This design comes from an exercise in tuning for small area, a short achievable clock period and few clock cycles per item on the open sky130 flow, not from production work. Where RTL was checked, it was by simulation tests only, not by an equivalence proof against the original. The RTL of run 2 was laid out without a check of its function. Power is estimated from default activity; no workload was simulated.

==> flow/design.v (outline; a module is shown in full before it is edited, if it fits) <==
// module COMP_Control: 1092 lines
// module FA: 4 lines
// module FAX: 4 lines
// module XOR3: 3 lines
// module MAJ3: 3 lines
// module AOI21: 3 lines
// module OAI21: 3 lines
// module NAND2: 3 lines
// module NOR2: 3 lines
// module XOR2: 3 lines
// module XNOR2: 3 lines
module COMP_Control(
    input clock,
    input rst,
    input start_trigger,
    input reset_act,
    input reset_data,
    input signed [15:0] K0,
    input signed [15:0] K1,
    input signed [15:0] K2,
    input signed [17:0] setPoint,
    input signed [17:0] data,
    output reg busy,
    output wire signed [15:0] COMP_output
    );
  // ...
==> flow/flow/run.sh <==
#!/bin/bash
# The standard layout (standard.sh: the standard flow's synthesis, floorplan, placement,
# CTS, routing) at the design's clock period and constraints, with two
# changes to how hard the resizer works:
#  - repair_timing aims for a setup slack of SETUP_MARGIN ns instead of 0,
#    so the critical paths get sized and buffered although the 12 ns clock
#    would already be met;
#  - the port buffers are buf_1 cells rather than the resizer's pick.
set -euo pipefail
cd "$(dirname "$0")/.."
SETUP_MARGIN=$(cat flow/setup_margin.txt)
bash standard.sh "SETUP_SLACK_MARGIN=$SETUP_MARGIN" \
  "BUFFER_PORTS_ARGS=-buffer_cell sky130_fd_sc_hd__buf_1" finish > standard_make.log 2>&1
==> flow/flow/setup_margin.txt <==
6.0
==> flow/standard.sh <==
#!/bin/bash
# synth_recipe.tcl (not shown) runs the flow's synth.tcl, then flattens the netlist and writes it again
# the make line also repeats each setting of config.mk as NAME=value (left out here)
make -C /OpenROAD-flow-scripts/flow DESIGN_CONFIG=/design/flow/config.mk WORK_HOME=/design/flow/orfs CLKGATE_MAP_FILE= SYNTH_SCRIPT=/design/flow/synth_recipe.tcl "${@:-finish}"
==> flow/config.mk <==
export PLATFORM = sky130hd
export DESIGN_NAME = COMP_Control
export DESIGN_NICKNAME = COMP_Control
export VERILOG_FILES = /design/flow/design.v
export SDC_FILE = /design/flow/constraint.sdc
export NUM_CORES = 4
export LEC_CHECK = 0
export CAP_MARGIN = 20
export CORE_MARGIN = 2
export CORE_UTILIZATION = 40
export CTS_BUF_LIST = sky130_fd_sc_hd__clkbuf_8
export SLEW_MARGIN = 20
export SYNTH_HIERARCHICAL = 1
export SYNTH_MINIMUM_KEEP_SIZE = 0
==> flow/constraint.sdc <==
create_clock -name core_clock -period 12.0 [get_ports {clock}]
set_input_delay 2.4000 -clock core_clock [delete_from_list [all_inputs] [get_ports {clock}]]
set_output_delay 2.4000 -clock core_clock [all_outputs]
set_load 0.01 [all_outputs]
==> key figures, run 1 <==
Critical path
  – Reg2Reg Depth: 13
  – CP peak stage delay: slightly above 500 ps
  – Crit start category: input pin
  – Critical Path Fanout Max: 19

Global routing
  – GR Layer Usage met2: between 30% and 40%
  – Vias in the first global route: about 13,000

Layout
  – # fillers: 3,919
  – Largest class: multi-input gates
  – Layout clock buffers: 17
  – ANT cells: 1
  – Seq cells: 152

Status
  – Status: timing/DRC/antenna clean

Hold path
  – Worst Hold Path EP: e1[7]
  – Hold Path Cell Cnt: 2

Timing
  – Worst Skew: around 24 ps
  – Tcrit/Tclk final: between 40% and 50%
  – Worst-margin pin slew: 1101 ps
  – RSZ-0062 raised after global routing: no

Synth
  – Syn Area/Cell: 8.835 sq um
  – Synth Area in Adders: between 30% and 40%
  – Most used DFF post-synth: dfxtp_1
  – Synth area leaders: fa_1, dfxtp_1, xnor2_1

Power
  – Design Power: 1969 uW
  – Logic pwr share: between 40 and 50%
  – P_leak: between 0.006 and 0.007 uW

Detailed routing
  – Vias/cell: 5.396
  – ANT nets after route: 0

Floorplan
  – IO Count: ~110

Clock network
  – CTS resizes: 0
  – H-tree levels: 4

Placement
  – GPL Wtd Cong: 0.8814
Testbench counts, summed over its fixed seeds: cycles 72,000, items 24,000.
==> run 2, diff against run 1 <==
--- a/flow/design.v
+++ b/flow/design.v
@@ -14,18 +14,21 @@
     );
     reg [18:0] e0, e1;
     reg [47:0] S, C;
     reg [15:0] Kr;
     reg sB, sC;    
     wire load = start_trigger & ~busy & ~reset_act & ~rst;
     wire clr_all = rst | (reset_act & reset_data);
     wire [18:0] diff = {setPoint[17], setPoint} - {data[17], data};
-    wire [15:0] Km = busy ? Kr : K2;
-    wire acc_en = load | busy;
+    wire go = start_trigger & ~reset_act;
+    wire [15:0] Km;
+    KMUX umA (.busy(busy), .go(go), .kr(Kr), .k2(K2), .y(Km));
+    wire [15:0] KmB;    
+    KMUX umB (.busy(busy), .go(go), .kr(Kr), .k2(K2), .y(KmB));
     wire d0_one = e1[0] ^ 1'b0;
     wire d0_two = (e1[1] & ~e1[0] & ~1'b0) | (~e1[1] & e1[0] & 1'b0);
     wire d0_neg = (e1[1] & ~(e1[0] & 1'b0)) ^ sB;
     wire d0_pp0 = ((d0_one & Km[0])) ^ d0_neg;
     wire d0_pp1 = ((d0_one & Km[1]) | (d0_two & Km[0])) ^ d0_neg;
     wire d0_pp2 = ((d0_one & Km[2]) | (d0_two & Km[1])) ^ d0_neg;
     wire d0_pp3 = ((d0_one & Km[3]) | (d0_two & Km[2])) ^ d0_neg;
     wire d0_pp4 = ((d0_one & Km[4]) | (d0_two & Km[3])) ^ d0_neg;
@@ -119,113 +122,113 @@
     wire d4_pp12 = ((d4_one & Km[12]) | (d4_two & Km[11])) ^ d4_neg;
     wire d4_pp13 = ((d4_one & Km[13]) | (d4_two & Km[12])) ^ d4_neg;
     wire d4_pp14 = ((d4_one & Km[14]) | (d4_two & Km[13])) ^ d4_neg;
     wire d4_pp15 = ((d4_one & Km[15]) | (d4_two & Km[14])) ^ d4_neg;
     wire d4_pp16 = ((d4_two & Km[15])) ^ d4_neg;
     wire d5_one = e1[10] ^ e1[9];
     wire d5_two = (e1[11] & ~e1[10] & ~e1[9]) | (~e1[11] & e1[10] & e1[9]);
     wire d5_neg = (e1[11] & ~(e1[10] & e1[9])) ^ sB;
-    wire d5_pp0 = ((d5_one & Km[0])) ^ d5_neg;
-    wire d5_pp1 = ((d5_one & Km[1]) | (d5_two & Km[0])) ^ d5_neg;
-    wire d5_pp2 = ((d5_one & Km[2]) | (d5_two & Km[1])) ^ d5_neg;
-    wire d5_pp3 = ((d5_one & Km[3]) | (d5_two & Km[2])) ^ d5_neg;
-    wire d5_pp4 = ((d5_one & Km[4]) | (d5_two & Km[3])) ^ d5_neg;
-    wire d5_pp5 = ((d5_one & Km[5]) | (d5_two & Km[4])) ^ d5_neg;
-    wire d5_pp6 = ((d5_one & Km[6]) | (d5_two & Km[5])) ^ d5_neg;
-    wire d5_pp7 = ((d5_one & Km[7]) | (d5_two & Km[6])) ^ d5_neg;
-    wire d5_pp8 = ((d5_one & Km[8]) | (d5_two & Km[7])) ^ d5_neg;
-    wire d5_pp9 = ((d5_one & Km[9]) | (d5_two & Km[8])) ^ d5_neg;
-    wire d5_pp10 = ((d5_one & Km[10]) | (d5_two & Km[9])) ^ d5_neg;
-    wire d5_pp11 = ((d5_one & Km[11]) | (d5_two & Km[10])) ^ d5_neg;
-    wire d5_pp12 = ((d5_one & Km[12]) | (d5_two & Km[11])) ^ d5_neg;
-    wire d5_pp13 = ((d5_one & Km[13]) | (d5_two & Km[12])) ^ d5_neg;
-    wire d5_pp14 = ((d5_one & Km[14]) | (d5_two & Km[13])) ^ d5_neg;
-    wire d5_pp15 = ((d5_one & Km[15]) | (d5_two & Km[14])) ^ d5_neg;
-    wire d5_pp16 = ((d5_two & Km[15])) ^ d5_neg;
+    wire d5_pp0 = ((d5_one & KmB[0])) ^ d5_neg;
+    wire d5_pp1 = ((d5_one & KmB[1]) | (d5_two & KmB[0])) ^ d5_neg;
+    wire d5_pp2 = ((d5_one & KmB[2]) | (d5_two & KmB[1])) ^ d5_neg;
+    wire d5_pp3 = ((d5_one & KmB[3]) | (d5_two & KmB[2])) ^ d5_neg;
+    wire d5_pp4 = ((d5_one & KmB[4]) | (d5_two & KmB[3])) ^ d5_neg;
+    wire d5_pp5 = ((d5_one & KmB[5]) | (d5_two & KmB[4])) ^ d5_neg;
+    wire d5_pp6 = ((d5_one & KmB[6]) | (d5_two & KmB[5])) ^ d5_neg;
+    wire d5_pp7 = ((d5_one & KmB[7]) | (d5_two & KmB[6])) ^ d5_neg;
+    wire d5_pp8 = ((d5_one & KmB[8]) | (d5_two & KmB[7])) ^ d5_neg;
+    wire d5_pp9 = ((d5_one & KmB[9]) | (d5_two & KmB[8])) ^ d5_neg;
+    wire d5_pp10 = ((d5_one & KmB[10]) | (d5_two & KmB[9])) ^ d5_neg;
+    wire d5_pp11 = ((d5_one & KmB[11]) | (d5_two & KmB[10])) ^ d5_neg;
+    wire d5_pp12 = ((d5_one & KmB[12]) | (d5_two & KmB[11])) ^ d5_neg;
+    wire d5_pp13 = ((d5_one & KmB[13]) | (d5_two & KmB[12])) ^ d5_neg;
+    wire d5_pp14 = ((d5_one & KmB[14]) | (d5_two & KmB[13])) ^ d5_neg;
+    wire d5_pp15 = ((d5_one & KmB[15]) | (d5_two & KmB[14])) ^ d5_neg;
+    wire d5_pp16 = ((d5_two & KmB[15])) ^ d5_neg;
     wire d6_one = e1[12] ^ e1[11];
     wire d6_two = (e1[13] & ~e1[12] & ~e1[11]) | (~e1[13] & e1[12] & e1[11]);
     wire d6_neg = (e1[13] & ~(e1[12] & e1[11])) ^ sB;
-    wire d6_pp0 = ((d6_one & Km[0])) ^ d6_neg;
-    wire d6_pp1 = ((d6_one & Km[1]) | (d6_two & Km[0])) ^ d6_neg;
-    wire d6_pp2 = ((d6_one & Km[2]) | (d6_two & Km[1])) ^ d6_neg;
-    wire d6_pp3 = ((d6_one & Km[3]) | (d6_two & Km[2])) ^ d6_neg;
-    wire d6_pp4 = ((d6_one & Km[4]) | (d6_two & Km[3])) ^ d6_neg;
-    wire d6_pp5 = ((d6_one & Km[5]) | (d6_two & Km[4])) ^ d6_neg;
-    wire d6_pp6 = ((d6_one & Km[6]) | (d6_two & Km[5])) ^ d6_neg;
-    wire d6_pp7 = ((d6_one & Km[7]) | (d6_two & Km[6])) ^ d6_neg;
-    wire d6_pp8 = ((d6_one & Km[8]) | (d6_two & Km[7])) ^ d6_neg;
-    wire d6_pp9 = ((d6_one & Km[9]) | (d6_two & Km[8])) ^ d6_neg;
-    wire d6_pp10 = ((d6_one & Km[10]) | (d6_two & Km[9])) ^ d6_neg;
-    wire d6_pp11 = ((d6_one & Km[11]) | (d6_two & Km[10])) ^ d6_neg;
-    wire d6_pp12 = ((d6_one & Km[12]) | (d6_two & Km[11])) ^ d6_neg;
-    wire d6_pp13 = ((d6_one & Km[13]) | (d6_two & Km[12])) ^ d6_neg;
-    wire d6_pp14 = ((d6_one & Km[14]) | (d6_two & Km[13])) ^ d6_neg;
-    wire d6_pp15 = ((d6_one & Km[15]) | (d6_two & Km[14])) ^ d6_neg;
-    wire d6_pp16 = ((d6_two & Km[15])) ^ d6_neg;
+    wire d6_pp0 = ((d6_one & KmB[0])) ^ d6_neg;
+    wire d6_pp1 = ((d6_one & KmB[1]) | (d6_two & KmB[0])) ^ d6_neg;
+    wire d6_pp2 = ((d6_one & KmB[2]) | (d6_two & KmB[1])) ^ d6_neg;
+    wire d6_pp3 = ((d6_one & KmB[3]) | (d6_two & KmB[2])) ^ d6_neg;
+    wire d6_pp4 = ((d6_one & KmB[4]) | (d6_two & KmB[3])) ^ d6_neg;
+    wire d6_pp5 = ((d6_one & KmB[5]) | (d6_two & KmB[4])) ^ d6_neg;
+    wire d6_pp6 = ((d6_one & KmB[6]) | (d6_two & KmB[5])) ^ d6_neg;
+    wire d6_pp7 = ((d6_one & KmB[7]) | (d6_two & KmB[6])) ^ d6_neg;
+    wire d6_pp8 = ((d6_one & KmB[8]) | (d6_two & KmB[7])) ^ d6_neg;
+    wire d6_pp9 = ((d6_one & KmB[9]) | (d6_two & KmB[8])) ^ d6_neg;
+    wire d6_pp10 = ((d6_one & KmB[10]) | (d6_two & KmB[9])) ^ d6_neg;
+    wire d6_pp11 = ((d6_one & KmB[11]) | (d6_two & KmB[10])) ^ d6_neg;
+    wire d6_pp12 = ((d6_one & KmB[12]) | (d6_two & KmB[11])) ^ d6_neg;
+    wire d6_pp13 = ((d6_one & KmB[13]) | (d6_two & KmB[12])) ^ d6_neg;
+    wire d6_pp14 = ((d6_one & KmB[14]) | (d6_two & KmB[13])) ^ d6_neg;
+    wire d6_pp15 = ((d6_one & KmB[15]) | (d6_two & KmB[14])) ^ d6_neg;
+    wire d6_pp16 = ((d6_two & KmB[15])) ^ d6_neg;
     wire d7_one = e1[14] ^ e1[13];
     wire d7_two = (e1[15] & ~e1[14] & ~e1[13]) | (~e1[15] & e1[14] & e1[13]);
     wire d7_neg = (e1[15] & ~(e1[14] & e1[13])) ^ sB;
-    wire d7_pp0 = ((d7_one & Km[0])) ^ d7_neg;
-    wire d7_pp1 = ((d7_one & Km[1]) | (d7_two & Km[0])) ^ d7_neg;
-    wire d7_pp2 = ((d7_one & Km[2]) | (d7_two & Km[1])) ^ d7_neg;
-    wire d7_pp3 = ((d7_one & Km[3]) | (d7_two & Km[2])) ^ d7_neg;
-    wire d7_pp4 = ((d7_one & Km[4]) | (d7_two & Km[3])) ^ d7_neg;
-    wire d7_pp5 = ((d7_one & Km[5]) | (d7_two & Km[4])) ^ d7_neg;
-    wire d7_pp6 = ((d7_one & Km[6]) | (d7_two & Km[5])) ^ d7_neg;
-    wire d7_pp7 = ((d7_one & Km[7]) | (d7_two & Km[6])) ^ d7_neg;
-    wire d7_pp8 = ((d7_one & Km[8]) | (d7_two & Km[7])) ^ d7_neg;
-    wire d7_pp9 = ((d7_one & Km[9]) | (d7_two & Km[8])) ^ d7_neg;
-    wire d7_pp10 = ((d7_one & Km[10]) | (d7_two & Km[9])) ^ d7_neg;
-    wire d7_pp11 = ((d7_one & Km[11]) | (d7_two & Km[10])) ^ d7_neg;
-    wire d7_pp12 = ((d7_one & Km[12]) | (d7_two & Km[11])) ^ d7_neg;
-    wire d7_pp13 = ((d7_one & Km[13]) | (d7_two & Km[12])) ^ d7_neg;
-    wire d7_pp14 = ((d7_one & Km[14]) | (d7_two & Km[13])) ^ d7_neg;
-    wire d7_pp15 = ((d7_one & Km[15]) | (d7_two & Km[14])) ^ d7_neg;
-    wire d7_pp16 = ((d7_two & Km[15])) ^ d7_neg;
+    wire d7_pp0 = ((d7_one & KmB[0])) ^ d7_neg;
+    wire d7_pp1 = ((d7_one & KmB[1]) | (d7_two & KmB[0])) ^ d7_neg;
+    wire d7_pp2 = ((d7_one & KmB[2]) | (d7_two & KmB[1])) ^ d7_neg;
+    wire d7_pp3 = ((d7_one & KmB[3]) | (d7_two & KmB[2])) ^ d7_neg;
+    wire d7_pp4 = ((d7_one & KmB[4]) | (d7_two & KmB[3])) ^ d7_neg;
+    wire d7_pp5 = ((d7_one & KmB[5]) | (d7_two & KmB[4])) ^ d7_neg;
+    wire d7_pp6 = ((d7_one & KmB[6]) | (d7_two & KmB[5])) ^ d7_neg;
+    wire d7_pp7 = ((d7_one & KmB[7]) | (d7_two & KmB[6])) ^ d7_neg;
+    wire d7_pp8 = ((d7_one & KmB[8]) | (d7_two & KmB[7])) ^ d7_neg;
+    wire d7_pp9 = ((d7_one & KmB[9]) | (d7_two & KmB[8])) ^ d7_neg;
+    wire d7_pp10 = ((d7_one & KmB[10]) | (d7_two & KmB[9])) ^ d7_neg;
+    wire d7_pp11 = ((d7_one & KmB[11]) | (d7_two & KmB[10])) ^ d7_neg;
+    wire d7_pp12 = ((d7_one & KmB[12]) | (d7_two & KmB[11])) ^ d7_neg;
+    wire d7_pp13 = ((d7_one & KmB[13]) | (d7_two & KmB[12])) ^ d7_neg;
+    wire d7_pp14 = ((d7_one & KmB[14]) | (d7_two & KmB[13])) ^ d7_neg;
+    wire d7_pp15 = ((d7_one & KmB[15]) | (d7_two & KmB[14])) ^ d7_neg;
+    wire d7_pp16 = ((d7_two & KmB[15])) ^ d7_neg;
     wire d8_one = e1[16] ^ e1[15];
     wire d8_two = (e1[17] & ~e1[16] & ~e1[15]) | (~e1[17] & e1[16] & e1[15]);
     wire d8_neg = (e1[17] & ~(e1[16] & e1[15])) ^ sB;
-    wire d8_pp0 = ((d8_one & Km[0])) ^ d8_neg;
-    wire d8_pp1 = ((d8_one & Km[1]) | (d8_two & Km[0])) ^ d8_neg;
-    wire d8_pp2 = ((d8_one & Km[2]) | (d8_two & Km[1])) ^ d8_neg;
-    wire d8_pp3 = ((d8_one & Km[3]) | (d8_two & Km[2])) ^ d8_neg;
-    wire d8_pp4 = ((d8_one & Km[4]) | (d8_two & Km[3])) ^ d8_neg;
-    wire d8_pp5 = ((d8_one & Km[5]) | (d8_two & Km[4])) ^ d8_neg;
-    wire d8_pp6 = ((d8_one & Km[6]) | (d8_two & Km[5])) ^ d8_neg;
-    wire d8_pp7 = ((d8_one & Km[7]) | (d8_two & Km[6])) ^ d8_neg;
-    wire d8_pp8 = ((d8_one & Km[8]) | (d8_two & Km[7])) ^ d8_neg;
-    wire d8_pp9 = ((d8_one & Km[9]) | (d8_two & Km[8])) ^ d8_neg;
-    wire d8_pp10 = ((d8_one & Km[10]) | (d8_two & Km[9])) ^ d8_neg;
-    wire d8_pp11 = ((d8_one & Km[11]) | (d8_two & Km[10])) ^ d8_neg;
-    wire d8_pp12 = ((d8_one & Km[12]) | (d8_two & Km[11])) ^ d8_neg;
-    wire d8_pp13 = ((d8_one & Km[13]) | (d8_two & Km[12])) ^ d8_neg;
-    wire d8_pp14 = ((d8_one & Km[14]) | (d8_two & Km[13])) ^ d8_neg;
-    wire d8_pp15 = ((d8_one & Km[15]) | (d8_two & Km[14])) ^ d8_neg;
-    wire d8_pp16 = ((d8_two & Km[15])) ^ d8_neg;
+    wire d8_pp0 = ((d8_one & KmB[0])) ^ d8_neg;
+    wire d8_pp1 = ((d8_one & KmB[1]) | (d8_two & KmB[0])) ^ d8_neg;
+    wire d8_pp2 = ((d8_one & KmB[2]) | (d8_two & KmB[1])) ^ d8_neg;
+    wire d8_pp3 = ((d8_one & KmB[3]) | (d8_two & KmB[2])) ^ d8_neg;
+    wire d8_pp4 = ((d8_one & KmB[4]) | (d8_two & KmB[3])) ^ d8_neg;
+    wire d8_pp5 = ((d8_one & KmB[5]) | (d8_two & KmB[4])) ^ d8_neg;
+    wire d8_pp6 = ((d8_one & KmB[6]) | (d8_two & KmB[5])) ^ d8_neg;
+    wire d8_pp7 = ((d8_one & KmB[7]) | (d8_two & KmB[6])) ^ d8_neg;
+    wire d8_pp8 = ((d8_one & KmB[8]) | (d8_two & KmB[7])) ^ d8_neg;
+    wire d8_pp9 = ((d8_one & KmB[9]) | (d8_two & KmB[8])) ^ d8_neg;
+    wire d8_pp10 = ((d8_one & KmB[10]) | (d8_two & KmB[9])) ^ d8_neg;
+    wire d8_pp11 = ((d8_one & KmB[11]) | (d8_two & KmB[10])) ^ d8_neg;
+    wire d8_pp12 = ((d8_one & KmB[12]) | (d8_two & KmB[11])) ^ d8_neg;
+    wire d8_pp13 = ((d8_one & KmB[13]) | (d8_two & KmB[12])) ^ d8_neg;
+    wire d8_pp14 = ((d8_one & KmB[14]) | (d8_two & KmB[13])) ^ d8_neg;
+    wire d8_pp15 = ((d8_one & KmB[15]) | (d8_two & KmB[14])) ^ d8_neg;
+    wire d8_pp16 = ((d8_two & KmB[15])) ^ d8_neg;
     wire d9_one = e1[18] ^ e1[17];
     wire d9_two = (e1[18] & ~e1[18] & ~e1[17]) | (~e1[18] & e1[18] & e1[17]);
     wire d9_neg = (e1[18] & ~(e1[18] & e1[17])) ^ sB;
-    wire d9_pp0 = ((d9_one & Km[0])) ^ d9_neg;
-    wire d9_pp1 = ((d9_one & Km[1]) | (d9_two & Km[0])) ^ d9_neg;
-    wire d9_pp2 = ((d9_one & Km[2]) | (d9_two & Km[1])) ^ d9_neg;
-    wire d9_pp3 = ((d9_one & Km[3]) | (d9_two & Km[2])) ^ d9_neg;
-    wire d9_pp4 = ((d9_one & Km[4]) | (d9_two & Km[3])) ^ d9_neg;
-    wire d9_pp5 = ((d9_one & Km[5]) | (d9_two & Km[4])) ^ d9_neg;
-    wire d9_pp6 = ((d9_one & Km[6]) | (d9_two & Km[5])) ^ d9_neg;
-    wire d9_pp7 = ((d9_one & Km[7]) | (d9_two & Km[6])) ^ d9_neg;
-    wire d9_pp8 = ((d9_one & Km[8]) | (d9_two & Km[7])) ^ d9_neg;
-    wire d9_pp9 = ((d9_one & Km[9]) | (d9_two & Km[8])) ^ d9_neg;
-    wire d9_pp10 = ((d9_one & Km[10]) | (d9_two & Km[9])) ^ d9_neg;
-    wire d9_pp11 = ((d9_one & Km[11]) | (d9_two & Km[10])) ^ d9_neg;
-    wire d9_pp12 = ((d9_one & Km[12]) | (d9_two & Km[11])) ^ d9_neg;
-    wire d9_pp13 = ((d9_one & Km[13]) | (d9_two & Km[12])) ^ d9_neg;
-    wire d9_pp14 = ((d9_one & Km[14]) | (d9_two & Km[13])) ^ d9_neg;
-    wire d9_pp15 = ((d9_one & Km[15]) | (d9_two & Km[14])) ^ d9_neg;
-    wire d9_pp16 = ((d9_two & Km[15])) ^ d9_neg;
+    wire d9_pp0 = ((d9_one & KmB[0])) ^ d9_neg;
+    wire d9_pp1 = ((d9_one & KmB[1]) | (d9_two & KmB[0])) ^ d9_neg;
+    wire d9_pp2 = ((d9_one & KmB[2]) | (d9_two & KmB[1])) ^ d9_neg;
+    wire d9_pp3 = ((d9_one & KmB[3]) | (d9_two & KmB[2])) ^ d9_neg;
+    wire d9_pp4 = ((d9_one & KmB[4]) | (d9_two & KmB[3])) ^ d9_neg;
+    wire d9_pp5 = ((d9_one & KmB[5]) | (d9_two & KmB[4])) ^ d9_neg;
+    wire d9_pp6 = ((d9_one & KmB[6]) | (d9_two & KmB[5])) ^ d9_neg;
+    wire d9_pp7 = ((d9_one & KmB[7]) | (d9_two & KmB[6])) ^ d9_neg;
+    wire d9_pp8 = ((d9_one & KmB[8]) | (d9_two & KmB[7])) ^ d9_neg;
+    wire d9_pp9 = ((d9_one & KmB[9]) | (d9_two & KmB[8])) ^ d9_neg;
+    wire d9_pp10 = ((d9_one & KmB[10]) | (d9_two & KmB[9])) ^ d9_neg;
+    wire d9_pp11 = ((d9_one & KmB[11]) | (d9_two & KmB[10])) ^ d9_neg;
+    wire d9_pp12 = ((d9_one & KmB[12]) | (d9_two & KmB[11])) ^ d9_neg;
+    wire d9_pp13 = ((d9_one & KmB[13]) | (d9_two & KmB[12])) ^ d9_neg;
+    wire d9_pp14 = ((d9_one & KmB[14]) | (d9_two & KmB[13])) ^ d9_neg;
+    wire d9_pp15 = ((d9_one & KmB[15]) | (d9_two & KmB[14])) ^ d9_neg;
+    wire d9_pp16 = ((d9_two & KmB[15])) ^ d9_neg;
     wire h1_s = S[12] ^ C[12];
     wire h1_c = S[12] & C[12];
     wire h2_s = S[13] ^ C[13];
     wire h2_c = S[13] & C[13];
     wire f3_s, f3_c;
     FA uf3 (.a(S[14]), .b(C[14]), .c(d0_pp14), .s(f3_s), .co(f3_c));
     wire h4_s = d1_pp12 ^ d2_pp10;
     wire h4_c = d1_pp12 & d2_pp10;
@@ -1069,20 +1072,18 @@
             sC <= sB;
         end
         if (clr_all) begin
             S <= 48'd0;
             C <= 48'd0;
             e0 <= 19'd0;
             e1 <= 19'd0;
         end else begin
-            if (acc_en) begin
-                S <= S_n;
-                C <= C_n;
-            end
+            S <= S_n;
+            C <= C_n;
             if (reset_act) begin
                 e0 <= 19'd0;
             end else if (load) begin
                 e0 <= diff;
                 e1 <= e0;
             end else if (busy) begin
                 e0 <= e1;
                 e1 <= e0;
@@ -1099,16 +1100,19 @@
     MAJ3 um (.a(a), .b(b), .c(c), .y(co));
 endmodule
 module XOR3(input a, input b, input c, output y);
     assign y = a ^ b ^ c;
 endmodule
 module MAJ3(input a, input b, input c, output y);
     assign y = (a & b) | (a & c) | (b & c);
 endmodule
+module KMUX(input busy, input go, input [15:0] kr, input [15:0] k2, output [15:0] y);
+    assign y = busy ? kr : (k2 & {16{go}});
+endmodule
 module AOI21(input a, input b, input c, output y);    
     assign y = ~(a | (b & c));
 endmodule
 module OAI21(input a, input b, input c, output y);    
     assign y = ~(a & (b | c));
 endmodule
 module NAND2(input a, input b, output y);
     assign y = ~(a & b);
==> flow/flow/run.sh (replaced) <==
#!/bin/bash
# The standard layout (standard.sh: the standard flow's synthesis, floorplan, placement,
# CTS, routing) at the design's clock period and constraints, with two
# changes to how hard the resizer works:
#  - repair_timing aims for a setup slack of SETUP_MARGIN ns instead of 0,
#    so the critical paths get sized and buffered although the 12 ns clock
#    would already be met;
#  - the port buffers are buf_2 cells rather than the resizer's pick.
set -euo pipefail
cd "$(dirname "$0")/.."
SETUP_MARGIN=$(cat flow/setup_margin.txt)
bash standard.sh "SETUP_SLACK_MARGIN=$SETUP_MARGIN" \
  "BUFFER_PORTS_ARGS=-buffer_cell sky130_fd_sc_hd__buf_2" finish > standard_make.log 2>&1
==> run 2 against run 1 <==
Compared with the run above: count of clock-buffer cells in the layout is the same; sequential power up 17%; global-route usage down 1.0 points; maximum frequency decreased by 4.8%; still clean on timing, DRC and antenna; wire length decreased by 6.0%; clock skew fell by 2.5 ps; critical path depth grew 1; total power is 18% higher; first-iteration DRC count fell by 27%; register-to-register slack got worse by 20 ps.
==> key figures, run 2 <==
Floorplan
  – Die X: 201.5 um (was 204.4 um)
  – Rows: 72 (was 73)
  – Core Area: 0.03856 sq mm (was 0.03973 sq mm)
  – Die area: 0.04058 sq mm (was 0.04180 sq mm)
  – Die Y: 201.5 um (was 204.4 um)
  – IO Count: 106 (unchanged)
  – Initial core utilization: 40.45% (about the same)

Global routing
  – Total GRT Usage: 20.93% (was 21.97%)
  – Initial antenna violation count: 0 (was 1)
  – Pin count of the biggest net entering global routing: 64 (was 98)
  – First-pass GRT wire length: 66,430 um (was 71,950 um)
  – Grt ovf: 0 (unchanged)
  – Vias in the first global route: 12,090 (was 13,220)

Clock network
  – Sink Count: 152 (unchanged)
  – CTS tree: built (unchanged)
  – Worst-path clk slew: 100 ps (was 110 ps)
  – Clock Tree Buf Depth: 2 (unchanged)
  – Hold_buf cts: 0 (unchanged)
  – Worst-skew pair later-pin latency: 500 ps (was 520 ps)
  – Root Buffer: clkbuf_8 (unchanged)
  – H-tree levels: 4 (unchanged)
  – TritonCTS Buffers: 17 (unchanged)

Placement
  – Hpwl dp: 32,220 um (was 32,330 um)
  – Number of port buffers: 105 (unchanged)
  – DP Worst Slack: 5335 ps (was 5817 ps)
  – GPL Wtd Cong: 0.8623 (was 0.8814)

Synth
  – Post-Syn Area: 0.01559 sq mm (was 0.01607 sq mm)
  – Top-count cell post-synth: fa_1 (was nand2_1)
  – Post-synth cell types: 58 (was 61)
  – Area leader, netlist: fa_1 (unchanged)
  – Post-synthesis async set-or-reset flop share: 0% (unchanged)
  – Number of register bits inferred by synthesis: 152 (unchanged)
  – Syn. warnings: 7 (unchanged)
  – Number of flops mapped to enable cells by yosys: 0 (unchanged)
  – Sequential area share after synthesis: 19.51% (was 18.93%)
  – Syn Area/Cell: 9.474 sq um (was 8.835 sq um)
  – Most used DFF post-synth: dfxtp_1 (unchanged)
  – Post-synth top cells: fa_1, xnor2_1, nand2_1 (was nand2_1, fa_1, xnor2_1)
  – Yosys top cell area share: 27.09% (was 26.28%)
  – Synth Instances: 1,646 (was 1,819)
  – Synth area leaders: fa_1, dfxtp_1, xnor2_1 (unchanged)

Timing
  – Slew Limit Fails: 0 (unchanged)
  – RSZ-0062 raised after global routing: no (unchanged)
  – Worst Skew: 21.17 ps (was 23.67 ps)
  – Final Hold Fails: 0 (unchanged)
  – Fmax: 0.1690 GHz (was 0.1775 GHz)
  – Setup violators final: 0 (unchanged)
  – Slew margin rel.: 38.14% (was 26.59%)
  – Worst-margin pin slew: 921.3 ps (was 1101 ps)
  – Setup Total Neg Slack: 0 ps (unchanged)
  – Crit path time final: 5917 ps (was 5633 ps)
  – Final WS setup: 6083 ps (was 6367 ps)
  – Tcrit/Tclk final: 49.30% (was 46.94%)

Power
  – Power Density: 136.9 mW/mm^2 (was 114.2 mW/mm^2)
  – P_leak: 0.006656 uW (was 0.006201 uW)
  – VDD IR-drop max: 67.62 uV (was 64.52 uV)

Critical path
  – CP arrival: 6310 ps (was 6080 ps)
  – WP data required: 12,390 ps (was 12,440 ps)
  – Kind of critical path: input pin to register (unchanged)
  – Critical Path Fanout Max: 14 (was 19)
  – Critical path endpoint: C[19] (was C[16])
  – Reg2reg start: sB (was e1[1])
  – Slack of the worst reg-to-reg path: 7010 ps (was 7030 ps)
  – Critical Path End Type: register (unchanged)
  – Reg2Reg Depth: 10 (was 13)
  – Worst Setup SP: reset_act (was K2[14])
  – Reg2reg end: C[20] (unchanged)
  – Crit start category: input pin (unchanged)

Detailed routing
  – DRC: 0 (unchanged)
  – ANT nets after route: 0 (unchanged)
  – Drt initial violations: 686 (was 940)
  – Routed length per instance: 18.56 um (was 18.28 um)
  – Vias: 11,680 (was 12,920)
  – Final WL: 41,170 um (was 43,780 um)
  – Vias/cell: 5.264 (was 5.396)
  – Initial DRT Pass Iterations: 7 (was 8)

Layout
  – Top Registers: C x48, S x48 (unchanged)
  – Commonest non-fill, non-tap cell in the layout: fa_1 (was nand2_1)
  – Final nets: 2,038 (was 2,207)
  – ANT cells: 0 (was 1)
  – Most frequent cells in the layout: fa_1, xnor2_1, nand2_1, dfxtp_1, a22oi_1 (was nand2_1, fa_1, xnor2_1, dfxtp_1, a21oi_1)
  – Area grow syn2layout: 8.922% (was 7.233%)
  – Layout cells sized above 1: 15.24% (was 7.598%)

Hold path
  – Worst hold path type: register to register (unchanged)

Job
  – Max_cap viols: 0 (unchanged)

Status
  – Status: timing/DRC/antenna clean (unchanged)
## run 2: cell types whose count changed after synthesis, moves of 11 or more
| cell | delta |
|---|---|
| nand2_1 | -192 |
| and2_1 | +96 |
| a21oi_1 | -83 |
| a22o_2 | +20 |
| buf_2 | -19 |
| nor3b_1 | +15 |
| a2bb2oi_1 | -14 |
| clkbuf_1 | +12 |
| nor2_1 | -11 |
## run 2: worst min-delay path by stage
| stage | start | end | cells after the start |
|---|---|---|---|
| 2_1_floorplan | e0[17] | e1[17] | 2 |
| 3_3_place_gp | e0[12] | e1[12] | 2 |
| 3_5_place_dp | e0[7] | e1[7] | 2 |
| 4_1_cts | e0[8] | e1[8] | 2 |
| 5_1_grt | e0[8] | e1[8] | 2 |
| 6_report | e0[8] | e1[8] | 2 |
## run 2: area by class of cell
class | instances | area (sq um)
Timing Repair Buffer | 126 | 708.2
Fill cell | 3805 | 21570
Inverter | 60 | 225.2
Multi-Input combinational cell | 1330 | 11960
Clock inverter | 15 | 165.2
Clock buffer | 17 | 234.0
Sequential cell | 152 | 3045
Tap cell | 518 | 648.1
## run 2: stage by stage
stage	cells	total power, uW	utilization [%]	hold WS [ps]	instance area (sq um)
2_1_floorplan	1652	1600	-	429.4	15640
3_3_place_gp	2179	1897	42.60	432.0	16430
3_5_place_dp	2179	1936	42.60	442.5	16430
4_1_cts	2211	2361	43.64	448.7	16830
5_1_grt	2218	2576	44.06	465.1	16990
6_report	2218	2326	44.06	446.0	16990
## run 2: kinds of logic after synthesis
family          Yosys count  synth area share [%]
simple gates            440                 13.59
compound gates          356                 15.77
fa+ha+maj               262                 31.18
xor+xnor                238                 13.41
buf+inv                 170                 4.597
flops                   152                 19.51
mux                      27                 1.918
other cells               1               0.02405
## run 2: where the power goes
part / switching, uW / internal, uW / leakage, uW
Combinational: 631 / 554 / 0.00521
Sequential: 119 / 608 / 0.00125
Clock: 226 / 189 / 0.000201
## run 2: Yosys stat by module, one instance, submodules excluded
module	area, sq um	cells inside	copies in the design	flops+latches
NOR2	3.754	1	82	0
NAND2	3.754	1	72	0
OAI21	5.005	1	54	0
AOI21	8.758	1	31	0
KMUX	201.4	24	2	0
COMP_Control	9868	1149	1	152
FA	20.02	1	210	0
## run 2: what timing repair did
action / CTS / global route
cloned: 0 / 0
endpoints found under the setup margin: 10 / 22
resized for setup: 1 / 12
buffers inserted: 0 / 7
pin swaps: 0 / 0
## run 2: critical path, stage by stage
cell and delay [ps]:
buf_2 170, nor2b_4 200, nor2b_4 200, buf_12 150
a22o_1 450, a22oi_1 190, xnor2_1 170, ha_1 360
fa_1 500, fa_1 460, fa_1 510, fa_1 400
and2_1 140
## run 2: metal layers
layer	vias up	GRT usage (%)	share of wire (%)
met1	5767	27.16	44
met4	0	6.513	2.2
met2	308	35.09	48
li1	5558	-	-
met3	43	4.244	5.5
met5	-	0.3571	0

==> what the ideal ports hide <==
No port has a modelled driver above. Below, the same layouts with a new extraction and two added sets of constraints.
Step 1 assumes that a clkbuf_16 drives the clock port and a buf_2 every other input.
Step 2, shift: input delay + t, output delay - t, t = (earliest + latest rising clock arrival at the registers) / 2. This alone moves slack from input paths to output paths.
a / b / c = ideal / step 1 / step 2; a / b = the first two.
run | t, ns | setup WS [ns] | worst setup path at the end | pins driven straight from the clock port
run 1 | 0.556 | 6.367 / 6.396 / 5.840 | input to register | 1
run 2 | 0.536 | 6.083 / 6.096 / 5.560 | input to register | 1
After both steps every run listed still meets setup and hold. The setup slack of run 1, which loses most, moves by +0.029 ns with the drivers and by -0.527 ns with both steps.
